This design comes from an exercise in tuning for small area and a short achievable clock period on the open sky130 flow, not from production work.
In this exercise RTL edits were held to simulation tests only and were not proved equivalent to the original.

File: design/flow/flow/run.sh
#!/bin/bash
# The standard layout (standard.sh) with these changes to how it is made:
# - synthesis maps no full/half adder cells (ADDER_MAP_FILE empty), so ABC
#   maps all of the arbiter's logic itself, seeing whole paths; registers,
#   flattening and names are as in the standard synthesis;
# - every input and output port is still buffered, with the smallest buffer
#   (sky130_fd_sc_hd__buf_1) instead of the resizer's pick;
set -euo pipefail
export ADDER_MAP_FILE=
export BUFFER_PORTS_ARGS="-buffer_cell sky130_fd_sc_hd__buf_1"
export TNS_END_PERCENT=5
SETUP_SLACK_MARGIN=31.5 bash standard.sh cts > standard_to_cts.log 2>&1
SETUP_SLACK_MARGIN=30.5 bash standard.sh > standard_finish.log 2>&1
File: design/flow/standard.sh
#!/bin/bash
# synth_recipe.tcl (not shown) runs the flow's synth.tcl, then flattens the netlist and writes it again
# the make line also repeats each setting of config.mk as NAME=value (left out here)
make -C /OpenROAD-flow-scripts/flow DESIGN_CONFIG=/design/flow/config.mk WORK_HOME=/design/flow/orfs CLKGATE_MAP_FILE= SYNTH_SCRIPT=/design/flow/synth_recipe.tcl "${@:-finish}"
File: design/flow/config.mk
export PLATFORM = sky130hd
export DESIGN_NAME = MPCA_top
export DESIGN_NICKNAME = MPCA_top
export VERILOG_FILES = /design/flow/design.v
export SDC_FILE = /design/flow/constraint.sdc
export NUM_CORES = 4
export LEC_CHECK = 0
export ABC_AREA = 1
export CAP_MARGIN = 20
export CORE_MARGIN = 2
export CORE_UTILIZATION = 50
export PLACE_DENSITY = 0.68
export SLEW_MARGIN = 20
File: design/flow/constraint.sdc
create_clock -name core_clock -period 55.0 [get_ports {clk}]
set_input_delay 11.0000 -clock core_clock [delete_from_list [all_inputs] [get_ports {clk}]]
set_output_delay 11.0000 -clock core_clock [all_outputs]
set_load 0.01 [all_outputs]
File: design/flow/design.v
module MPCA_top (
    input              clk,
    input      [127:0] packets,
    input       [11:0] channel_load,
    input        [8:0] channel_capacity,
    input       [63:0] KEY,
    output reg  [15:0] grant_channel
);
reg [127:0] packets_r;
reg  [11:0] channel_load_r;
reg   [8:0] channel_capacity_r;
reg  [63:0] KEY_r;
wire [15:0] grant_channel_w;
always @(posedge clk) begin
    packets_r          <= packets;
    channel_load_r     <= channel_load;
    channel_capacity_r <= channel_capacity;
    KEY_r              <= KEY;
    grant_channel      <= grant_channel_w;
end
MPCA u_mpca (
    .packets          (packets_r),
    .channel_load     (channel_load_r),
    .channel_capacity (channel_capacity_r),
    .KEY              (KEY_r),
    .grant_channel    (grant_channel_w)
);
endmodule

module MPCA(
    input [127:0] packets,
    input  [11:0] channel_load,
    input   [8:0] channel_capacity,
    input  [63:0] KEY,
    output [15:0] grant_channel
);
integer i, j, p, c;
genvar r;
wire [15:0] k0 = KEY[15:0];
wire [15:0] k1, k2s, k3s;
add16 ka (.a({k0[6:0], k0[15:7]}), .b(KEY[31:16]), .cin(1'b0), .s(k1));
add16 kb (.a({k1[6:0], k1[15:7]}), .b(KEY[47:32]), .cin(1'b0), .s(k2s));
wire [15:0] k2 = k2s ^ 16'd1;
add16 kc (.a({k2[6:0], k2[15:7]}), .b(KEY[63:48]), .cin(1'b0), .s(k3s));
wire [15:0] k3 = k3s ^ 16'd2;
wire [15:0] w [0:7];
generate
    for (r = 0; r < 4; r = r + 1) begin : dec
        wire [15:0] x0 = packets[32*r +: 16];
        wire [15:0] y0 = packets[32*r+16 +: 16];
        wire [15:0] ty1 = y0 ^ x0;  wire [15:0] y1 = {ty1[1:0], ty1[15:2]};
        wire [15:0] tx1;  add16 s1 (.a(x0 ^ k3), .b(~y1), .cin(1'b1), .s(tx1));
        wire [15:0] x1 = {tx1[8:0], tx1[15:9]};
        wire [15:0] ty2 = y1 ^ x1;  wire [15:0] y2 = {ty2[1:0], ty2[15:2]};
        wire [15:0] tx2;  add16 s2 (.a(x1 ^ k2), .b(~y2), .cin(1'b1), .s(tx2));
        wire [15:0] x2 = {tx2[8:0], tx2[15:9]};
        wire [15:0] ty3 = y2 ^ x2;  wire [15:0] y3 = {ty3[1:0], ty3[15:2]};
        wire [15:0] tx3;  add16 s3 (.a(x2 ^ k1), .b(~y3), .cin(1'b1), .s(tx3));
        wire [15:0] x3 = {tx3[8:0], tx3[15:9]};
        wire [15:0] ty4 = y3 ^ x3;  wire [15:0] y4 = {ty4[1:0], ty4[15:2]};
        wire [15:0] tx4;  add16 s4 (.a(x3 ^ k0), .b(~y4), .cin(1'b1), .s(tx4));
        wire [15:0] x4 = {tx4[8:0], tx4[15:9]};
        assign w[2*r]   = x4;
        assign w[2*r+1] = y4;
    end
endgenerate
wire [7:0] rk [0:7];      
wire [4:0] base [0:7];    
wire [1:0] pref [0:7];
wire [7:0] valid;
generate
    for (r = 0; r < 8; r = r + 1) begin : fld
        wire m  = w[r][1];
        wire q0 = w[r][13], q1 = w[r][14];
        wire l0 = w[r][9], l1 = w[r][10], l2 = w[r][11], l3 = w[r][12];
        wire c0 = w[r][7], c1 = w[r][8];
        wire s0 = w[r][2], s1 = w[r][3], s2 = w[r][4];
        wire mc = m & c1;
    wire kk_t1 = ~l0 ^ ~c1 ^ ~c0;
    wire kk_t2 = (~l0 & ~c1) | (~l0 & ~c0) | (~c1 & ~c0);
    wire kk_t3 = q0 ^ ~l1 ^ ~c1;
    wire kk_t4 = (q0 & ~l1) | (q0 & ~c1) | (~l1 & ~c1);
    wire kk_t5 = q1 ^ ~l2 ^ ~(m & s2);
    wire kk_t6 = (q1 & ~l2) | (q1 & ~(m & s2)) | (~l2 & ~(m & s2));
    wire kk_t7 = kk_t2 ^ kk_t3 ^ s2;
    wire kk_t8 = (kk_t2 & kk_t3) | (kk_t2 & s2) | (kk_t3 & s2);
    wire kk_t9 = kk_t4 ^ kk_t5 ^ mc;
    wire kk_t10 = (kk_t4 & kk_t5) | (kk_t4 & mc) | (kk_t5 & mc);
    wire kk_t11 = kk_t6 ^ ~l3 ^ ~(m & q1);
    wire kk_t12 = (kk_t6 & ~l3) | (kk_t6 & ~(m & q1)) | (~l3 & ~(m & q1));
    wire kk_t13 = ~c0 & s0;
    wire kk_t14 = kk_t1 & s1;
    wire kk_t15 = kk_t7 & mc;
    wire kk_t16 = kk_t8 & kk_t9;
    wire kk_t17 = kk_t10 & kk_t11;
    wire kk_t18 = kk_t12 & m & l3;
    wire kk_t19 = 1'b0 & 1'b0;
    wire kk_t20 = ~c0 ^ s0;
    wire kk_t21 = kk_t1 ^ s1;
    wire kk_t22 = kk_t7 ^ mc;
    wire kk_t23 = kk_t8 ^ kk_t9;
    wire kk_t24 = kk_t10 ^ kk_t11;
    wire kk_t25 = kk_t12 ^ m & l3;
    wire kk_t26 = 1'b0 ^ 1'b0;
    wire kk_t27 = kk_t14 | (kk_t21 & kk_t13);
    wire kk_t28 = kk_t21 & kk_t20;
    wire kk_t29 = kk_t15 | (kk_t22 & kk_t14);
    wire kk_t30 = kk_t22 & kk_t21;
    wire kk_t31 = kk_t16 | (kk_t23 & kk_t15);
    wire kk_t32 = kk_t23 & kk_t22;
    wire kk_t33 = kk_t17 | (kk_t24 & kk_t16);
    wire kk_t34 = kk_t24 & kk_t23;
    wire kk_t35 = kk_t18 | (kk_t25 & kk_t17);
    wire kk_t36 = kk_t25 & kk_t24;
    wire kk_t37 = kk_t19 | (kk_t26 & kk_t18);
    wire kk_t38 = kk_t26 & kk_t25;
    wire kk_t39 = kk_t29 | (kk_t30 & kk_t13);
    wire kk_t40 = kk_t30 & kk_t20;
    wire kk_t41 = kk_t31 | (kk_t32 & kk_t27);
    wire kk_t42 = kk_t32 & kk_t28;
    wire kk_t43 = kk_t33 | (kk_t34 & kk_t29);
    wire kk_t44 = kk_t34 & kk_t30;
    wire kk_t45 = kk_t35 | (kk_t36 & kk_t31);
    wire kk_t46 = kk_t36 & kk_t32;
    wire kk_t47 = kk_t37 | (kk_t38 & kk_t33);
    wire kk_t48 = kk_t38 & kk_t34;
    wire kk_t49 = kk_t43 | (kk_t44 & kk_t13);
    wire kk_t50 = kk_t44 & kk_t20;
    wire kk_t51 = kk_t45 | (kk_t46 & kk_t27);
    wire kk_t52 = kk_t46 & kk_t28;
    wire kk_t53 = kk_t47 | (kk_t48 & kk_t39);
    wire kk_t54 = kk_t48 & kk_t40;
    wire kk_t55 = kk_t21 ^ kk_t13;
    wire kk_t56 = kk_t22 ^ kk_t27;
    wire kk_t57 = kk_t23 ^ kk_t39;
    wire kk_t58 = kk_t24 ^ kk_t41;
    wire kk_t59 = kk_t25 ^ kk_t49;
    wire kk_t60 = kk_t26 ^ kk_t51;
    wire [6:0] kk = {kk_t60, kk_t59, kk_t58, kk_t57, kk_t56, kk_t55, kk_t20};
        assign rk[r] = {w[r][15], kk};
    wire bb_t1 = kk[1] ^ w[r][6] ^ ~w[r][3];
    wire bb_t2 = (kk[1] & w[r][6]) | (kk[1] & ~w[r][3]) | (w[r][6] & ~w[r][3]);
    wire bb_t3 = bb_t2 ^ kk[2] ^ w[r][4];
    wire bb_t4 = (bb_t2 & kk[2]) | (bb_t2 & w[r][4]) | (kk[2] & w[r][4]);
    wire bb_t5 = w[r][5] & ~w[r][2];
    wire bb_t6 = bb_t1 & 1'b0;
    wire bb_t7 = bb_t3 & 1'b0;
    wire bb_t8 = bb_t4 & 1'b0;
    wire bb_t9 = 1'b0 & 1'b0;
    wire bb_t10 = w[r][5] ^ ~w[r][2];
    wire bb_t11 = bb_t1 ^ 1'b0;
    wire bb_t12 = bb_t3 ^ 1'b0;
    wire bb_t13 = bb_t4 ^ 1'b0;
    wire bb_t14 = 1'b0 ^ 1'b0;
    wire bb_t15 = bb_t6 | (bb_t11 & bb_t5);
    wire bb_t16 = bb_t11 & bb_t10;
    wire bb_t17 = bb_t7 | (bb_t12 & bb_t6);
    wire bb_t18 = bb_t12 & bb_t11;
    wire bb_t19 = bb_t8 | (bb_t13 & bb_t7);
    wire bb_t20 = bb_t13 & bb_t12;
    wire bb_t21 = bb_t9 | (bb_t14 & bb_t8);
    wire bb_t22 = bb_t14 & bb_t13;
    wire bb_t23 = bb_t17 | (bb_t18 & bb_t5);
    wire bb_t24 = bb_t18 & bb_t10;
    wire bb_t25 = bb_t19 | (bb_t20 & bb_t15);
    wire bb_t26 = bb_t20 & bb_t16;
    wire bb_t27 = bb_t21 | (bb_t22 & bb_t17);
    wire bb_t28 = bb_t22 & bb_t18;
    wire bb_t29 = bb_t27 | (bb_t28 & bb_t5);
    wire bb_t30 = bb_t28 & bb_t10;
    wire bb_t31 = bb_t11 ^ bb_t5;
    wire bb_t32 = bb_t12 ^ bb_t15;
    wire bb_t33 = bb_t13 ^ bb_t23;
    wire bb_t34 = bb_t14 ^ bb_t25;
    wire [4:0] bb = {bb_t34, bb_t33, bb_t32, bb_t31, bb_t10};
        assign base[r] = bb;
        assign pref[r] = w[r][6:5];
        assign valid[r] = w[r][15];
    end
endgenerate
function ge8;    
    input [7:0] a, b;
    integer n;
    reg t;
    begin
        t = 1'b1;
        for (n = 0; n < 8; n = n + 1) t = (a[n] & ~b[n]) | ((a[n] | ~b[n]) & t);
        ge8 = t;
    end
endfunction
function [1:0] fadd;
    input a, b, c;
    fadd = {(a & b) | (a & c) | (b & c), a ^ b ^ c};
endfunction
reg [63:0] bf;
always @(*) begin
    bf = 64'd0;
    for (i = 0; i < 8; i = i + 1)
        for (j = i + 1; j < 8; j = j + 1) begin
            bf[8*i+j] = ge8(rk[i], rk[j]);
            bf[8*j+i] = ~bf[8*i+j];
        end
end
wire [2:0] pos [0:7];
wire [63:0] sel;     
generate
    for (r = 0; r < 8; r = r + 1) begin : rnk
        wire [6:0] x;
        genvar t;
        for (t = 0; t < 7; t = t + 1) begin : cb
            assign x[t] = bf[8*(t < r ? t : t + 1) + r];
        end
        wire [1:0] a0 = fadd(x[0], x[1], x[2]);
        wire [1:0] a1 = fadd(x[3], x[4], x[5]);
        wire [1:0] a2 = fadd(a0[0], a1[0], x[6]);
        wire [1:0] a3 = fadd(a0[1], a1[1], a2[1]);
        assign pos[r] = {a3[1], a3[0], a2[0]};
        for (t = 0; t < 8; t = t + 1) begin : dc
            assign sel[8*t + r] = (pos[r] == t);
        end
    end
endgenerate
wire [1:0] v0 = fadd(valid[0], valid[1], valid[2]);
wire [1:0] v1 = fadd(valid[3], valid[4], valid[5]);
wire [1:0] v2 = fadd(valid[6], valid[7], v0[0]);
wire [1:0] v3 = fadd(v0[1], v1[1], v2[1]);
wire [1:0] v4 = fadd(v1[0], v2[0], 1'b0);
wire [1:0] v5 = fadd(v3[0], v4[1], 1'b0);
wire [1:0] v6 = fadd(v3[1], v5[1], 1'b0);
wire [3:0] nv = {v6[1], v6[0], v5[0], v4[0]};
reg       vs [0:7];
reg [2:0] pp [0:7];      
always @(*) begin
    for (p = 0; p < 8; p = p + 1) begin
        vs[p] = (p == 0) ? |nv : (p < 4) ? (nv[3] | nv[2] | (p == 1 ? nv[1] : (p == 2 ? nv[1] & nv[0] : 1'b0))) :
                (p < 7) ? (nv[3] | (nv[2] & (p == 4 ? (nv[1] | nv[0]) : (p == 5 ? nv[1] : nv[1] & nv[0])))) : nv[3];
        pp[p] = 3'd0;
        for (i = 0; i < 8; i = i + 1)
            pp[p] = pp[p] | ({3{sel[8*p+i]}} & {pref[i] == 2'd2, pref[i] == 2'd1, pref[i] == 2'd0});
    end
end
function [1:0] fa;   
    input [1:0] s;
    fa = {s[0], ~s[1] & ~s[0]};
endfunction
function [1:0] fb;   
    input [1:0] s;
    fb = {~s[1] & ~s[0], s[1]};
endfunction
wire [3:0] ld [0:2];
assign ld[0] = channel_load[3:0];
assign ld[1] = channel_load[7:4];
assign ld[2] = channel_load[11:8];
function cgt;    
    input [2:0] v;
    input integer k;
    case (k)
        0: cgt = |v;
        1: cgt = v[2] | v[1];
        2: cgt = v[2] | (v[1] & v[0]);
        3: cgt = v[2];
        4: cgt = v[2] & (v[1] | v[0]);
        5: cgt = v[2] & v[1];
        default: cgt = &v;
    endcase
endfunction
reg [6:0] T [0:2];       
reg [3:0] pv;            
reg [3:0] P;             
reg [3:0] S;             
reg [2:0] A;             
reg [2:0] F;             
reg [2:0] G [0:7];       
reg       hit, fbk;
always @(*) begin
    for (c = 0; c < 3; c = c + 1)
        for (j = 0; j < 7; j = j + 1)
            T[c][j] = cgt(channel_capacity[3*c +: 3], j);
    pv = 4'b1000;
    for (p = 0; p < 8; p = p + 1) begin
        A = {T[2][0], T[1][0], T[0][0]};
        P = {~|pp[p], pp[p]};
        S = pv[3] ? P : pv;
        hit = |(P[2:0] & A);
        F[0] = A[0] & (S[0] | (S[2] & ~A[2]) | (S[1] & ~A[1] & ~A[2]));
        F[1] = A[1] & (S[1] | (S[0] & ~A[0]) | (S[2] & ~A[2] & ~A[0]) | (S[3] & ~A[2]));
        F[2] = A[2] & (S[2] | (S[1] & ~A[1]) | (S[0] & ~A[0] & ~A[1]) | S[3]);
        fbk = vs[p] & ~hit;
        G[p] = vs[p] ? (hit ? (P[2:0] & A) : F) : 3'b000;
        if (fbk) pv = (|F) ? {1'b0, S[1] | S[3], S[0], S[2]} : {1'b0, S[0], S[2] | S[3], S[1]};
        for (c = 0; c < 3; c = c + 1)
            if (G[p][c]) T[c] = {1'b0, T[c][6:1]};
    end
end
function [10:0] fw;    
    input [3:0] L;
    case (L)
        4'd0: fw = {1'b0, 10'h380};
        4'd1: fw = {1'b1, 10'h1c0};
        4'd2: fw = {1'b1, 10'h0e0};
        4'd3: fw = {1'b1, 10'h060};
        4'd4: fw = {1'b0, 10'h030};
        4'd5: fw = {1'b0, 10'h018};
        4'd6: fw = {1'b0, 10'h008};
        4'd7: fw = {1'b0, 10'h004};
        4'd8: fw = {1'b0, 10'h002};
        4'd9: fw = {1'b0, 10'h000};
        4'd10: fw = {1'b0, 10'h000};
        4'd11: fw = {1'b0, 10'h000};
        4'd12: fw = {1'b0, 10'h000};
        4'd13: fw = {1'b0, 10'h000};
        4'd14: fw = {1'b0, 10'h000};
        4'd15: fw = {1'b1, 10'h000};
    endcase
endfunction
reg [10:0] fwin [0:2];
reg [10:0] bm [0:7];     
reg [2:0] fl [0:7];      
always @(*) begin
    for (c = 0; c < 3; c = c + 1) fwin[c] = fw(ld[c]);
    for (i = 0; i < 8; i = i + 1) begin
        for (j = 0; j < 10; j = j + 1)
            bm[i][j] = (base[i] == j) | (base[i] == j + 10);
        bm[i][10] = base[i][4];
        for (c = 0; c < 3; c = c + 1)
            fl[i][c] = |(bm[i] & fwin[c]);
    end
end
function gt5;    
    input [4:0] a, b;
    integer n;
    reg t;
    begin
        t = 1'b0;
        for (n = 0; n < 5; n = n + 1) t = (a[n] & ~b[n]) | ((a[n] | ~b[n]) & t);
        gt5 = t;
    end
endfunction
reg [4:0] nw [0:2];      
reg [7:0] eqc;
reg [1:0] a0, a1, a2, a3, a4, a5, a6;
reg [3:0] cnt;
reg [1:0] M;
reg       g10, g01, g21, g12, g20, g02;
reg       alleq;
reg [2:0] gr [0:7];      
reg [7:0] el [0:2];      
reg [7:0] cr [0:2];      
reg       hs [0:2];
reg [7:0] isc;
reg       mv;
reg [1:0] dest;
reg [1:0] c1, c2;
reg       cy;
reg [15:0] gc;
always @(*) begin
    for (i = 0; i < 8; i = i + 1) begin
        gr[i] = 3'd0;
        for (p = 0; p < 8; p = p + 1)
            gr[i] = gr[i] | ({3{sel[8*p+i]}} & G[p]);
    end
    for (c = 0; c < 3; c = c + 1) begin
        for (p = 0; p < 8; p = p + 1) eqc[p] = G[p][c];
        a0 = fadd(eqc[0], eqc[1], eqc[2]);
        a1 = fadd(eqc[3], eqc[4], eqc[5]);
        a2 = fadd(eqc[6], eqc[7], a0[0]);
        a3 = fadd(a0[1], a1[1], a2[1]);
        a4 = fadd(a1[0], a2[0], 1'b0);
        a5 = fadd(a3[0], a4[1], 1'b0);
        a6 = fadd(a3[1], a5[1], 1'b0);
        cnt = {a6[1], a6[0], a5[0], a4[0]};
        cy = 1'b0;
        for (j = 0; j < 4; j = j + 1) begin
            {cy, nw[c][j]} = fadd(ld[c][j], cnt[j], cy);
        end
        nw[c][4] = cy;
        for (i = 0; i < 8; i = i + 1) el[c][i] = gr[i][c] & ~fl[i][c];
        for (i = 0; i < 8; i = i + 1) begin
            cr[c][i] = el[c][i];
            for (j = 0; j < 8; j = j + 1)
                if (j != i) cr[c][i] = cr[c][i] & (~el[c][j] | bf[8*j+i]);
        end
        hs[c] = |el[c];
    end
    g10 = gt5(nw[1], nw[0]); g01 = gt5(nw[0], nw[1]);
    g21 = gt5(nw[2], nw[1]); g12 = gt5(nw[1], nw[2]);
    g20 = gt5(nw[2], nw[0]); g02 = gt5(nw[0], nw[2]);
    M = (g10 ? g21 : g20) ? 2'd2 : {1'b0, g10};
    alleq = ~g10 & ~g01 & ~g21 & ~g12;
    isc = cr[M];
    mv = hs[M] & ~alleq;
    c1 = fa(M); c2 = fb(M);
    if      (T[c1][0] && !(nw[c1][4] | &nw[c1][3:0])) dest = c1;
    else if (T[c2][0] && !(nw[c2][4] | &nw[c2][3:0])) dest = c2;
    else                                              dest = 2'd3;
    for (i = 0; i < 8; i = i + 1)
        gc[2*i +: 2] = (mv & isc[i]) ? dest : {~gr[i][0] & ~gr[i][1], ~gr[i][0] & ~gr[i][2]};
end
assign grant_channel = gc;
endmodule
module add16(input [15:0] a, input [15:0] b, input cin, output [15:0] s);
wire [15:0] p = a ^ b;
wire [15:0] g0;
assign g0[0] = (a[0] & b[0]) | (p[0] & cin);
assign g0[15:1] = a[15:1] & b[15:1];
wire [15:0] t0 = p;
wire g1_1 = g0[1] | (t0[1] & g0[0]);
wire g1_3 = g0[3] | (t0[3] & g0[2]);
wire t1_3 = t0[3] & t0[2];
wire g1_5 = g0[5] | (t0[5] & g0[4]);
wire t1_5 = t0[5] & t0[4];
wire g1_7 = g0[7] | (t0[7] & g0[6]);
wire t1_7 = t0[7] & t0[6];
wire g1_9 = g0[9] | (t0[9] & g0[8]);
wire t1_9 = t0[9] & t0[8];
wire g1_11 = g0[11] | (t0[11] & g0[10]);
wire t1_11 = t0[11] & t0[10];
wire g1_13 = g0[13] | (t0[13] & g0[12]);
wire t1_13 = t0[13] & t0[12];
wire g1_15 = g0[15] | (t0[15] & g0[14]);
wire t1_15 = t0[15] & t0[14];
wire g2_3 = g1_3 | (t1_3 & g1_1);
wire g2_7 = g1_7 | (t1_7 & g1_5);
wire t2_7 = t1_7 & t1_5;
wire g2_11 = g1_11 | (t1_11 & g1_9);
wire t2_11 = t1_11 & t1_9;
wire g2_15 = g1_15 | (t1_15 & g1_13);
wire t2_15 = t1_15 & t1_13;
wire g3_7 = g2_7 | (t2_7 & g2_3);
wire g3_15 = g2_15 | (t2_15 & g2_11);
wire t3_15 = t2_15 & t2_11;
wire g4_15 = g3_15 | (t3_15 & g3_7);
wire g5_11 = g2_11 | (t2_11 & g3_7);
wire g6_5 = g1_5 | (t1_5 & g2_3);
wire g6_9 = g1_9 | (t1_9 & g3_7);
wire g6_13 = g1_13 | (t1_13 & g5_11);
wire g7_2 = g0[2] | (t0[2] & g1_1);
wire g7_4 = g0[4] | (t0[4] & g2_3);
wire g7_6 = g0[6] | (t0[6] & g6_5);
wire g7_8 = g0[8] | (t0[8] & g3_7);
wire g7_10 = g0[10] | (t0[10] & g6_9);
wire g7_12 = g0[12] | (t0[12] & g5_11);
wire g7_14 = g0[14] | (t0[14] & g6_13);
assign s[0] = p[0] ^ cin;
assign s[1] = p[1] ^ g0[0];
assign s[2] = p[2] ^ g1_1;
assign s[3] = p[3] ^ g7_2;
assign s[4] = p[4] ^ g2_3;
assign s[5] = p[5] ^ g7_4;
assign s[6] = p[6] ^ g6_5;
assign s[7] = p[7] ^ g7_6;
assign s[8] = p[8] ^ g3_7;
assign s[9] = p[9] ^ g7_8;
assign s[10] = p[10] ^ g6_9;
assign s[11] = p[11] ^ g7_10;
assign s[12] = p[12] ^ g5_11;
assign s[13] = p[13] ^ g7_12;
assign s[14] = p[14] ^ g6_13;
assign s[15] = p[15] ^ g7_14;
endmodule
==> run notes, run 1 <==
* CP Depth at 165
* Async S/R FF share, synth at 0%
* Worst min-delay path class: reg2reg
* Placed insts at 10100
* Outcome: complete, no violations
* Initial Util at 50.5%
* Post-DRT Antenna Nets at 0
* Total track usage at 42.7%
* Initial antenna violation count at 2
* Detailed router's first-iteration violation count at 8077
* Clock skew at 28.6 ps
* RSZ-0062 raised after global routing: no
* F_max at 0.0438 GHz
* Cell Count, Final, Fillers Out at 10200
* Final RePlAce weighted congestion at 1.09
* Nets at 9101
* DRC viols at 0
* Largest family of logic cells by synthesized area: simple AND/OR/NAND/NOR gates
* Post-Synth Simple-Gate Area at 55.7%
* Register bit count reported by yosys at 259
* Worst-Skew Late Latency at 630 ps
* Num ports at 230
* Critical Path End Type: flip-flop
* Global-route wire length before repair at 318000 microns
* Crit path launch: KEY_r[12]
* Avg WL per Cell at 21.5 microns
* Xor and xnor fraction of the mapped netlist area at 9.87%
* R2R Path End: grant_channel[7]
* CP arrival at 23380 ps
* Slew margin rel. at 12.0%
* Most frequent cells in the layout: nand2_1 (3042), inv_1 (1047), nand3_1 (991), nor2_1 (552), nand2_2 (402)
* Fin crit share at 41.5%
* CP required at 55560 ps
* Max FO, Critical Path at 16
* Syn_nets at 8828
* Vias in the first global route at 51500
* Placed wire-length estimate at 184000 microns
* Layout cells sized above 1 at 13.2%
* Area of the mapped netlist at 47200 sq um
* Max capacitance violation total at 0
* Largest net degree at the start of global routing at 24
* Ys Warns at 14
* Final setup violation count at 0
* CORE AREA at 93500 sq um
* Multiplexer share of the synthesized area at 0.0238%
* Most numerous cell on the critical path: nand2_1
* Fillers at 9884
* Core Rows at 112
* Post-synth top area share at 24.3%
* Post-synthesis cell type count at 90
* FF-to-FF path depth at 165
* Cts hold-fix bufs at 0
* Clk root buf: clkbuf_16
* Port Buffers at 229
* Clock Path Buffers at 3
* Total CTS buffers at 26
* R2R Setup Slk at 32180 ps
* Die ar. at 96900 sq um
* Synth Instances at 8614
* Area Growth Syn to Fin at 7.85%
* Final Hold Viols at 0
* Worst slew pin tran at 1290 ps
* Crit Path Category: reg2reg
* Routed wire length at 218000 microns
* CTS tree: done
* Synth top area cells: nand2_1 (24%), dfxtp_1 (11%), nand3_1 (11%)
* Grt ovf at 0
* Final WS setup at 32180 ps
* Most area-hungry cell type in the Yosys netlist: nand2_1
* Die Wd at 311 microns
* Vias/cell at 5.82
* Die Y-Extent at 311 microns
* Syn_area_per_cell at 5.48 sq um
* H-tree Lvls at 1
* Worst r2r src: KEY_r[12]
* Buf/Inv on CP at 17
* Adder-Cell Fraction of Synth Area at 0.0212%
* Vias at 59200
* Post-synth EDFFs at 0
* Clock transition at path regs at 70 ps
* Pre-antenna DRT Iters at 10
* Critical path's slowest cell: o41ai_1
* CP max stage delay at 910 ps
* Final TNS setup at 0 ps
* Synth Area in Compound Gates at 12.1%
* Critical Path End: grant_channel[7]
* Post-synth top flop: dfxtp_1
* Delay-heaviest family, CP: simple AND/OR/NAND/NOR gates
* Register area share after synthesis at 11.0%
* Final min period at 22820 ps
* Most common cell after layout, fill and taps aside: nand2_1
* Setup WS pre-CTS at 31700 ps
* CTS Sinks at 259
* Crit path launch type: flip-flop
* Fin. max-slew vios at 0
how the worst min path moves through the flow:
stage / from / to / slack (ps) / depth (start not counted)
2_1_floorplan: u_mpca.fwin[0][7] / grant_channel[13] / 910 / 6
3_3_place_gp: channel_load_r[7] / grant_channel[14] / 1090 / 8
3_5_place_dp: channel_load_r[7] / grant_channel[15] / 1100 / 8
4_1_cts: channel_load_r[7] / grant_channel[3] / 1110 / 8
5_1_grt: channel_load_r[7] / grant_channel[5] / 1230 / 8
6_report: channel_load_r[7] / grant_channel[11] / 1130 / 8
per-layer routing:
metal | vias up | global-route usage [%] | wire length (microns)
li1 | 28200 | - | -
met1 | 26800 | 58.5 | 91000
met2 | 3565 | 62.7 | 87200
met3 | 617 | 9.75 | 27100
met4 | 4 | 20.2 | 12900
met5 | - | 0 | 25
sequential cells by signal, summed over array words and instances (netlist names):
signal,flops
channel_load_r,12
u_mpca.fwin,30
channel_capacity_r,9
grant_channel,16
packets_r,128
KEY_r,64
cell usage after synthesis (all sizes together) (3+ instances only):
cell type / number
a2111o: 5
a2111oi: 16
a211oi: 5
a21boi: 13
a21o: 9
a21oi: 125
a221o: 20
a221oi: 35
a22oi: 9
a31o: 3
a31oi: 17
and2: 7
buf: 22
bufinv: 6
clkbuf: 20
clkinv: 31
dfxtp: 259
inv: 1252
nand2: 3566
nand2b: 3
nand3: 1104
nand3b: 74
nand4: 97
nor2: 607
nor3: 23
nor4: 22
o2111ai: 21
o211ai: 14
o21ai: 298
o21bai: 8
o221ai: 56
o22ai: 181
o311ai: 3
o31ai: 5
o41ai: 9
or2: 140
xnor2: 145
xnor3: 6
xor2: 366
cells by family after synthesis:
group / Yosys count
xor gates and xnor gates: 517
buffers and inverters: 1331
AOI/OAI and AO/OA: 860
muxes: 1
DFF: 259
and+or+nand+nor: 5645
adders and majority gates: 1
area by class of cell:
cell class / count / area (sq um) / share of cell area (%)
diodes: 2 / 5.00 / 0.00982
clock buffers: 29 / 682 / 1.34
clock inverters: 19 / 214 / 0.420
inverters: 1289 / 5000 / 9.82
multi-input cells: 7026 / 37000 / 72.6
flip-flops and latches: 259 / 5200 / 10.2
well taps: 1254 / 1570 / 3.08
repair buffers: 285 / 1280 / 2.52
metrics by stage:
step | hold WS (ps) | cell area, sq um | util (%)
3_5_place_dp | 1100 | 49600 | 53.1
6_report | 1130 | 50900 | 54.5
4_1_cts | 1110 | 50500 | 54.0
3_3_place_gp | 1090 | 49600 | 53.0
5_1_grt | 1230 | 50900 | 54.5
2_1_floorplan | 914 | 47200 | -
repair_timing:
action,4_1_cts,5_1_grt
endpoints found under the hold margin,0,0
buffers inserted,0,19
setup endpoints to repair,0,16
resized for setup,0,73
tightest hold or removal path, stage by stage, from the launching register on:
cell	delay, ps
dfxtp_1	340
nand2_2	150
o21ai_1	100
nor2_2	150
a21boi_2	90
nand2_2	80
nand2_4	70
nand2_1	70
nand2_1	40
==> inputs of run 2 (changes only) <==
--- a/design/flow/config.mk
+++ b/design/flow/config.mk
@@ -8,6 +8,6 @@
 export ABC_AREA = 1
 export CAP_MARGIN = 20
 export CORE_MARGIN = 2
-export CORE_UTILIZATION = 50
-export PLACE_DENSITY = 0.68
+export CORE_UTILIZATION = 56
+export PLACE_DENSITY = 0.74
 export SLEW_MARGIN = 20
==> run notes, run 2 <==
* Multi-input gate area at 37000 sq um
* H-tree Lvls at 1
* Register bit count reported by yosys at 259
* FF-to-FF path depth at 187
* Global-route wire length before repair at 308000 microns
* Buf/Inv on CP at 17
* Post-synth EDFFs at 0
* CP arrival at 23300 ps
* Nets at 9083
* Crit Path Category: reg2reg
* Delay-heaviest family, CP: simple AND/OR/NAND/NOR gates
* Clk root buf: clkbuf_16
* Cts hold-fix bufs at 0
* Crit path launch type: flip-flop
* Vias at 59700
* Syn_area_per_cell at 5.48 sq um
* Fin crit share at 41.4%
* CP required at 55540 ps
* Pre-antenna DRT Iters at 9
* Post-synthesis cell type count at 90
* CORE AREA at 83600 sq um
* Critical Path End Type: flip-flop
* Synth Instances at 8614
* Hold WS at 1140 ps
* CP max stage delay at 560 ps
* Hold EP: grant_channel[10]
* Worst Hold Path Cells at 8
* Final setup violation count at 0
* Num ports at 230
* F_max at 0.0439 GHz
* Routed wire length at 209000 microns
* Worst min-delay path class: reg2reg
* Worst hold start: channel_load_r[7]
* Worst-Skew Late Latency at 630 ps
* Violated checks: max-capacitance violations, max-slew violations
* DRC viols at 0
* Critical path's slowest cell: xor2_1
* Grt ovf at 0
* Worst r2r src: KEY_r[10]
* Async S/R FF share, synth at 0%
* Placed wire-length estimate at 174000 microns
* Fin. max-slew vios at 1
* Vias in the first global route at 52600
* Final Hold Viols at 0
* Final min period at 22760 ps
* R2R Path End: grant_channel[1]
* Syn_nets at 8828
* Largest register FFs at 128
* Outcome: failed layout checks
* Die Y-Extent at 294 microns
* Initial Util at 56.5%
* Max FO, Critical Path at 23
* Clock skew at 32.8 ps
* Total CTS buffers at 26
* Vias/cell at 5.99
* Clock transition at path regs at 70 ps
* Most common cell in the synthesized netlist: nand2_1
* Core Rows at 106
* Layout cells sized above 1 at 13.0%
* Area of the mapped netlist at 47200 sq um
* Die ar. at 86700 sq um
* Detailed router's first-iteration violation count at 7753
* Worst slew pin tran at 1480 ps
* Slew margin rel. at -1.34%
* Synth cell count leaders: nand2_1 (3063), inv_1 (1047), nand3_1 (995), nor2_1 (556), nand2_2 (387)
* Initial antenna violation count at 3
* Port Buffers at 229
* Area Growth Syn to Fin at 7.14%
* Die Wd at 294 microns
* RSZ-0062 raised after global routing: no
* Max capacitance violation total at 1
* Register Area at 5200 sq um
* Most frequent cells in the layout: nand2_1 (3043), inv_1 (1047), nand3_1 (991), nor2_1 (551), nand2_2 (400)
* Most numerous cell on the critical path: nand2_2
* Final RePlAce weighted congestion at 1.14
* Avg WL per Cell at 21.0 microns
* Largest net degree at the start of global routing at 24
* R2R Setup Slk at 32240 ps
* Most area-hungry cell type in the Yosys netlist: nand2_1
* Largest Register: packets_r
* CTS Sinks at 259
* Ys Warns at 14
* Fillers at 8592
* Clock Path Buffers at 3
* CTS tree: done
* Register area share after synthesis at 11.0%
* Post-synth top flop: dfxtp_1
* Total track usage at 46.3%
* Post-DRT Antenna Nets at 0
* Post-synth top area share at 24.3%
* Most common cell after layout, fill and taps aside: nand2_1
* Synth top area cells: nand2_1 (24%), dfxtp_1 (11%), nand3_1 (11%)
* Final TNS setup at 0 ps
## run 2: cell types whose count changed in the layout (fill, tap and decap cells not counted), sizes merged
cell / change
inv: -2
diode: -1
buf: -16
nand2: -2
bufinv: +2
clkinv: -2
## run 2: layout make-up
type                       count  area share [%]
clock buffer                  29            1.35
timing repair buffer         269            2.32
tap                         1080            2.67
clock inverter                17           0.455
multi-input combinational   7024            73.1
inverter                    1289            9.88
antenna                        1         0.00494
sequential                   259            10.3
## run 2: logic make-up (layout without fill, tap and decap cells)
logic type	after synthesis	after routing	share of synthesized area (%)
mux	1	1	0.0238
buf+inv	1331	1604	11.3
fa+ha+maj	1	1	0.0212
flops	259	259	11.0
simple gates	5645	5645	55.7
other cells	0	1	0
xor+xnor	517	517	9.87
compound gates	860	860	12.1
## run 2: worst max-delay path by stage
stage | startpoint | end | slack [ps] | cells after the start
2_1_floorplan | KEY_r[12] | grant_channel[0] | 37500 | 196
3_3_place_gp | KEY_r[14] | grant_channel[12] | 32410 | 190
3_5_place_dp | KEY_r[14] | grant_channel[12] | 31970 | 182
4_1_cts | KEY_r[12] | grant_channel[1] | 31820 | 179
5_1_grt | KEY_r[10] | grant_channel[14] | 30440 | 203
6_report | KEY_r[10] | grant_channel[1] | 32240 | 187
## run 2: stage by stage
stage	worst slack, ps	utilization (%)	area (sq um)	instances
after global placement	32410	59.0	49300	9911
after CTS	31820	60.1	50200	9957
after floorplan	37500	-	47200	8614
final	32240	60.6	50600	9968
after detailed placement	31970	59.0	49300	9911
after global routing	30440	60.6	50600	9967
## run 2: routing by layer
layer / global-route usage [%] / wire length, microns
met3: 13.3 / 29500
met4: 27.8 / 16000
met5: 0 / 37
met1: 60.4 / 82300
met2: 67.1 / 81300
## run 2: tightest hold or removal path: cells and delay by family (launching register included)
| kind | cells | cell delay, ps |
|---|---|---|
| compound gates | 2 | 210 |
| flops | 1 | 350 |
| simple gates | 6 | 550 |
## run 2: timing repair
| item | CTS | global route |
|---|---|---|
| resized for setup | 0 | 71 |
| endpoints found under the setup margin | 0 | 16 |
| setup buffers | 0 | 10 |
==> inputs of run 3 (changes only) <==
--- a/design/flow/flow/run.sh
+++ b/design/flow/flow/run.sh
@@ -9,5 +9,5 @@
 export ADDER_MAP_FILE=
 export BUFFER_PORTS_ARGS="-buffer_cell sky130_fd_sc_hd__buf_1"
 export TNS_END_PERCENT=5
-SETUP_SLACK_MARGIN=31.5 bash standard.sh cts > standard_to_cts.log 2>&1
-SETUP_SLACK_MARGIN=30.5 bash standard.sh > standard_finish.log 2>&1
+SETUP_SLACK_MARGIN=34 bash standard.sh cts > standard_to_cts.log 2>&1
+SETUP_SLACK_MARGIN=32.5 bash standard.sh > standard_finish.log 2>&1
--- a/design/flow/config.mk
+++ b/design/flow/config.mk
@@ -8,6 +8,6 @@
 export ABC_AREA = 1
 export CAP_MARGIN = 20
 export CORE_MARGIN = 2
-export CORE_UTILIZATION = 56
-export PLACE_DENSITY = 0.74
+export CORE_UTILIZATION = 50
+export PLACE_DENSITY = 0.68
 export SLEW_MARGIN = 20
==> run notes, run 3 <==
* Synth top area cells: nand2_1 (24%), dfxtp_1 (11%), nand3_1 (11%)
* Critical path's slowest cell: o41ai_1
* Final setup violation count at 0
* Global-route wire length before repair at 321000 microns
* Register Area at 5220 sq um
* Worst slew pin tran at 1220 ps
* Vias at 59800
* Initial antenna violation count at 2
* Multi-input gate area at 38600 sq um
* Pre-antenna DRT Iters at 9
* CTS Sinks at 259
* Setup WS pre-CTS at 31700 ps
* Synth Instances at 8614
* Clock skew at 37.1 ps
* Placed wire-length estimate at 184000 microns
* Die Wd at 311 microns
* Delay-heaviest family, CP: simple AND/OR/NAND/NOR gates
* Fin. max-slew vios at 0
* Max FO, Critical Path at 14
* Synth cell count leaders: nand2_1 (3063), inv_1 (1047), nand3_1 (995), nor2_1 (556), nand2_2 (387)
* Largest register FFs at 128
* Ys Warns at 14
* CP max stage delay at 940 ps
* Final WS setup at 33250 ps
* Slew margin rel. at 16.7%
* GRT busiest layer: met2
* Fillers at 9658
* Crit Path Category: reg2reg
* Final RePlAce weighted congestion at 1.09
* Grt met2 use at 63.4%
* Vias in the first global route at 52300
* Vias/cell at 5.84
* Detailed router's first-iteration violation count at 7768
* Register bit count reported by yosys at 259
* Max capacitance violation total at 0
* DRC viols at 0
* Crit path launch type: flip-flop
* Most area-hungry cell type in the Yosys netlist: nand2_1
* Cts hold-fix bufs at 0
* Post-synth top area share at 24.3%
* Post-synth top flop: dfxtp_1
* RSZ-0062 raised after global routing: yes
* H-tree Lvls at 1
* Die ar. at 96900 sq um
* Routed wire length at 221000 microns
* CP required at 55550 ps
* Final Hold Viols at 0
* Clk root buf: clkbuf_16
* Post-DRT Antenna Nets at 0
* Largest Register: packets_r
* F_max at 0.0460 GHz
* Most numerous cell on the critical path: nand2_1
* Most common cell in the synthesized netlist: nand2_1
* Syn_nets at 8828
* Fin crit share at 39.6%
* Syn_area_per_cell at 5.48 sq um
* Finished Cell Area at 53100 sq um
* Most common cell after layout, fill and taps aside: nand2_1
* Core Rows at 112
* Total CTS buffers at 26
* Nets at 9176
* Outcome: complete, no violations
* Clock Path Buffers at 3
* Post-synth EDFFs at 0
* CP arrival at 22310 ps
* Area of the mapped netlist at 47200 sq um
* Largest net degree at the start of global routing at 19
* Worst min-delay path class: reg2reg
* Placed cell areas at 49600 sq um
* Total track usage at 43.0%
* Critical Path End Type: flip-flop
* Post-synthesis cell type count at 90
* Async S/R FF share, synth at 0%
* Num ports at 230
* GR Util met1 at 58.2%
* Register area share after synthesis at 11.0%
* Layout cells sized above 1 at 17.2%
* Final min period at 21750 ps
* M3 GR Usage at 10.4%
* Avg WL per Cell at 21.6 microns
* Area Growth Syn to Fin at 12.5%
* CORE AREA at 93500 sq um
* Initial Util at 50.5%
* CTS tree: done
* Grt ovf at 0
* Buf/Inv on CP at 21
* Most frequent cells in the layout: nand2_1 (2922), inv_1 (1044), nand3_1 (903), nor2_1 (529), nand2_2 (464)
* Die Y-Extent at 311 microns
* Port Buffers at 229
* Worst-Skew Late Latency at 630 ps
* Final TNS setup at 0 ps
* Clock transition at path regs at 80 ps
[run 3: what timing repair did]
| item | 4_1_cts | 5_1_grt |
|---|---|---|
| cloned | 3 | 0 |
| endpoints found under the setup margin | 16 | 16 |
| buffers inserted | 39 | 54 |
| gates resized for setup | 143 | 329 |
| endpoints found under the hold margin | 0 | 0 |
| pin swaps | 31 | 91 |
[run 3: cell type report]
| cell class | instances | area share, % |
|---|---|---|
| Timing Repair Buffer | 359 | 3.46 |
| Multi-Input combinational cell | 7027 | 72.6 |
| Clock buffer | 29 | 1.28 |
| Sequential cell | 259 | 9.82 |
| Tap cell | 1254 | 2.95 |
| Clock inverter | 19 | 0.403 |
| Inverter | 1289 | 9.43 |
| Antenna cell | 2 | 0.00942 |
[run 3: cell families after synthesis]
logic type / share of synthesized area, %
buffers and inverters: 11.3
flip-flops: 11.0
adder cells (fa/ha/maj): 0.0212
multiplexers: 0.0238
AO/OA/AOI/OAI: 12.1
AND/OR/NAND/NOR: 55.7
XOR/XNOR: 9.87
[run 3: per-layer routing]
metal  share of wire, %  wire length, microns
met3                 13                 28000
met5              0.016                    36
met2                 40                 89300
met4                6.0                 13300
met1                 41                 90700
[run 3: worst register-to-register path, delay by kind of cell (launching register included)]
kind	cells	cell delay [ps]
and+or+nand+nor	114	13170
xor gates and xnor gates	4	1060
AOI/OAI and AO/OA	25	4680
DFF	1	410
buffers and inverters	21	2340
[run 3: worst paths after layout]
check	from	endpoint	slack [ps]	cells past startpoint
setup / recovery	KEY_r[2]	grant_channel[7]	33250	164
hold / removal	channel_load_r[7]	grant_channel[11]	1110	8
setup reg to reg	KEY_r[2]	grant_channel[7]	33250	164
hold reg to reg	channel_load_r[7]	grant_channel[11]	1110	8
[run 3: per-stage QoR]
| step | hold slack [ps] | util [%] | std cells |
|---|---|---|---|
| final | 1110 | 56.9 | 10200 |
| after global routing | 1210 | 56.8 | 10200 |
| after CTS | 1100 | 55.0 | 10200 |
| after detailed placement | 1100 | 53.1 | 10100 |
| after global placement | 1090 | 53.0 | 10100 |
| after floorplan | 914 | - | 8614 |
==> inputs of run 4 (changes only) <==
--- a/design/flow/design.v
+++ b/design/flow/design.v
@@ -337,9 +337,7 @@
     end
 endfunction
 reg [4:0] nw [0:2];      
-reg [7:0] eqc;
-reg [1:0] a0, a1, a2, a3, a4, a5, a6;
-reg [3:0] cnt;
+reg [2:0] rem;
 reg [1:0] M;
 reg       g10, g01, g21, g12, g20, g02;
 reg       alleq;
@@ -351,7 +349,6 @@
 reg       mv;
 reg [1:0] dest;
 reg [1:0] c1, c2;
-reg       cy;
 reg [15:0] gc;
 always @(*) begin
     for (i = 0; i < 8; i = i + 1) begin
@@ -360,20 +357,9 @@
             gr[i] = gr[i] | ({3{sel[8*p+i]}} & G[p]);
     end
     for (c = 0; c < 3; c = c + 1) begin
-        for (p = 0; p < 8; p = p + 1) eqc[p] = G[p][c];
-        a0 = fadd(eqc[0], eqc[1], eqc[2]);
-        a1 = fadd(eqc[3], eqc[4], eqc[5]);
-        a2 = fadd(eqc[6], eqc[7], a0[0]);
-        a3 = fadd(a0[1], a1[1], a2[1]);
-        a4 = fadd(a1[0], a2[0], 1'b0);
-        a5 = fadd(a3[0], a4[1], 1'b0);
-        a6 = fadd(a3[1], a5[1], 1'b0);
-        cnt = {a6[1], a6[0], a5[0], a4[0]};
-        cy = 1'b0;
-        for (j = 0; j < 4; j = j + 1) begin
-            {cy, nw[c][j]} = fadd(ld[c][j], cnt[j], cy);
-        end
-        nw[c][4] = cy;
+        rem = {T[c][3], (T[c][1] & ~T[c][3]) | T[c][5],
+               (T[c][0] & ~T[c][1]) | (T[c][2] & ~T[c][3]) | (T[c][4] & ~T[c][5]) | T[c][6]};
+        nw[c] = ({1'b0, ld[c]} + {2'b0, channel_capacity[3*c +: 3]}) - {2'b0, rem};
         for (i = 0; i < 8; i = i + 1) el[c][i] = gr[i][c] & ~fl[i][c];
         for (i = 0; i < 8; i = i + 1) begin
             cr[c][i] = el[c][i];
--- a/design/flow/flow/run.sh
+++ b/design/flow/flow/run.sh
@@ -9,5 +9,5 @@
 export ADDER_MAP_FILE=
 export BUFFER_PORTS_ARGS="-buffer_cell sky130_fd_sc_hd__buf_1"
 export TNS_END_PERCENT=5
-SETUP_SLACK_MARGIN=34 bash standard.sh cts > standard_to_cts.log 2>&1
-SETUP_SLACK_MARGIN=32.5 bash standard.sh > standard_finish.log 2>&1
+SETUP_SLACK_MARGIN=31.5 bash standard.sh cts > standard_to_cts.log 2>&1
+SETUP_SLACK_MARGIN=30.5 bash standard.sh > standard_finish.log 2>&1
--- a/design/flow/config.mk
+++ b/design/flow/config.mk
@@ -8,6 +8,5 @@
 export ABC_AREA = 1
 export CAP_MARGIN = 20
 export CORE_MARGIN = 2
-export CORE_UTILIZATION = 50
-export PLACE_DENSITY = 0.68
+export CORE_UTILIZATION = 40
 export SLEW_MARGIN = 20
==> run notes, run 4 <==
* CTS Sinks at 259
* Die Y-Extent at 344 microns
* Register bit count reported by yosys at 259
* FF-to-FF path depth at 187
* CTS tree: done
* Worst Hold Path Cells at 9
* Area Growth Syn to Fin at 10.8%
* Outcome: complete, no violations
* Worst slew pin tran at 1330 ps
* Final setup violation count at 0
* Syn_nets at 8966
* Post-synth EDFFs at 0
* Most common cell after layout, fill and taps aside: nand2_1
* Routed wire length at 225000 microns
* Crit path launch: KEY_r[11]
* Core Rows at 124
* Most area-hungry cell type in the Yosys netlist: nand2_1
* Most frequent cells in the layout: nand2_1 (3166), inv_1 (1093), nand3_1 (1084), nor2_1 (611), xor2_1 (352)
* Largest Register: packets_r
* DRC viols at 0
* R2R Path End: grant_channel[12]
* Post-synth top flop: dfxtp_1
* Register area share after synthesis at 11.2%
* Vias in the first global route at 51900
* Max FO, Critical Path at 15
* Die Wd at 344 microns
* Critical path's slowest cell: dfxtp_2
* Synth Instances at 8752
* Vias at 59000
* Total CTS buffers at 25
* Synth top area cells: nand2_1 (26%), nand3_1 (12%), dfxtp_1 (11%)
* Clock Path Buffers at 3
* Hold EP: grant_channel[0]
* Async S/R FF share, synth at 0%
* Nets at 9262
* Final TNS setup at 0 ps
* R2R Setup Slk at 32330 ps
* CP max stage delay at 510 ps
* Final RePlAce weighted congestion at 1.12
* Total track usage at 36.4%
* CORE AREA at 114000 sq um
* Placed cell areas at 48800 sq um
* Clock skew at 22.6 ps
* Detailed router's first-iteration violation count at 6937
* Final min period at 22670 ps
* Pre-antenna DRT Iters at 8
* Finished Cell Area at 51100 sq um
* Most numerous cell on the critical path: nand2_1
* Clock transition at path regs at 70 ps
* Most common cell in the synthesized netlist: nand2_1
* Initial antenna violation count at 5
* Vias/cell at 5.57
* Syn_area_per_cell at 5.27 sq um
* Area of the mapped netlist at 46100 sq um
* Grt ovf at 0
* Synth cell count leaders: nand2_1 (3240), nand3_1 (1116), inv_1 (1095), nor2_1 (623), xor2_1 (361)
* Ys Warns at 14
* Fin crit share at 41.2%
* Die ar. at 118000 sq um
* Num ports at 230
* Worst min-delay path class: reg2reg
* Worst-Skew Late Latency at 600 ps
* Post-DRT Antenna Nets at 0
* Fin. max-slew vios at 0
* Cts hold-fix bufs at 0
* Final Hold Viols at 0
* Crit path launch type: flip-flop
* Port Buffers at 229
* Critical Path End Type: flip-flop
* Layout cells sized above 1 at 10.9%
* Clk root buf: clkbuf_16
* Initial Util at 40.3%
* Global-route wire length before repair at 324000 microns
* F_max at 0.0441 GHz
* Post-synth top area share at 26.4%
* Final WS setup at 32330 ps
* CP required at 55470 ps
* H-tree Lvls at 1
* Worst hold start: u_mpca.fwin[0][8]
* Worst r2r src: KEY_r[11]
* Avg WL per Cell at 21.3 microns
* Max capacitance violation total at 0
* Setup WS pre-CTS at 30860 ps
* Crit Path Category: reg2reg
* Slew margin rel. at 11.4%
* Largest net degree at the start of global routing at 22
* RSZ-0062 raised after global routing: no
* CP arrival at 23150 ps
* Placed wire-length estimate at 194000 microns
* Post-synthesis cell type count at 84
* Largest register FFs at 128
[run 4: cell count changes in the layout (fill, tap and decap cells not counted), sizes merged, moves of 15 or more]
cell     before   now
nand2      3569  3538
o2111ai      21     6
nor2        607   661
buf         359   317
inv        1256  1282
nand3      1104  1177
[run 4: final cells by class]
class / count / area, sq um
diodes: 4 / 10.0
clock buffers: 33 / 696
clock inverters: 12 / 164
fillers: 12800 / 63300
inverters: 1307 / 4960
multi-input cells: 7138 / 36600
flip-flops and latches: 259 / 5200
well taps: 1512 / 1890
repair buffers: 317 / 1530
[run 4: what timing repair did]
| item | in CTS | in global routing |
|---|---|---|
| endpoints found under the hold margin | 0 | 0 |
| cloned | 0 | 3 |
| buffers inserted | 1 | 51 |
| resized for setup | 24 | 222 |
| pin swaps | 0 | 33 |
| endpoints found under the setup margin | 16 | 16 |
[run 4: kinds of logic (layout without fill, tap and decap cells)]
family / Yosys count / after routing / share of synthesized area [%]
other: 0 / 4 / 0
buffers and inverters: 1358 / 1669 / 11.5
flip-flops: 259 / 259 / 11.2
adder cells (fa/ha/maj): 1 / 1 / 0.0217
multiplexers: 5 / 5 / 0.111
AO/OA/AOI/OAI: 855 / 855 / 11.8
AND/OR/NAND/NOR: 5749 / 5752 / 55.2
XOR/XNOR: 525 / 525 / 10.2
[run 4: critical path, delay by kind of cell (launching register included)]
kind,cells,cell delay [ps]
compound gates,16,2900
simple gates,158,17510
flops,1,510
buf+inv,12,1260
xor+xnor,1,320
[run 4: per-stage QoR]
step / hold WS [ps] / util [%] / cells
floorplan: 901 / - / 8752
finish: 1140 / 44.7 / 10600
global placement: 1100 / 42.7 / 10500
detailed placement: 1100 / 42.7 / 10500
global route: 1210 / 44.7 / 10600
CTS: 1120 / 43.5 / 10500
[run 4: routing by layer]
layer,global-route usage (%),vias to the layer above,share of wire [%]
met5,0,-,0.012
met4,27.7,4,9.2
met3,6.46,811,9.4
met2,56.7,3123,42
met1,44.5,26400,39
li1,-,28700,-
[run 4: worst max path at each step]
stage,cells past startpoint,to,slack [ps]
final,187,grant_channel[12],32330
after global routing,207,grant_channel[12],30400
after CTS,201,grant_channel[1],31510
after detailed placement,198,grant_channel[1],30860
after global placement,190,grant_channel[13],31280
after floorplan,195,grant_channel[1],37320

what the ideal ports hide:
The flow's constraints put no driver on any port. The routed layouts listed below were extracted and timed again, unchanged, in two steps. Step 1 assumes that a clkbuf_16 drives the clock port and a buf_2 every other input. Step 2 times the ports against the registers' clock, not the clock port: input delays grow and output delays shrink by t, the midpoint of the rising clock arrivals with the driver on. a / b / c = no drivers / after step 1 / after step 2; a / b = the first two.
| run | t, ns | setup slack, ns | worst register clock-pin slew, ns | worst data-port slew with drivers (ns) | cell pins on the clock port's net |
|---|---|---|---|---|---|
| run 1 | 0.691 | 32.180 / 32.180 / 32.180 | 0.08 / 0.08 | 0.09 | 1 |
| run 2 | 0.686 | 32.237 / 32.237 / 32.237 | 0.07 / 0.07 | 0.08 | 1 |
| run 3 | 0.686 | 33.247 / 33.247 / 33.247 | 0.08 / 0.08 | 0.10 | 1 |
| run 4 | 0.653 | 32.326 / 32.326 / 32.326 | 0.09 / 0.09 | 0.08 | 1 |
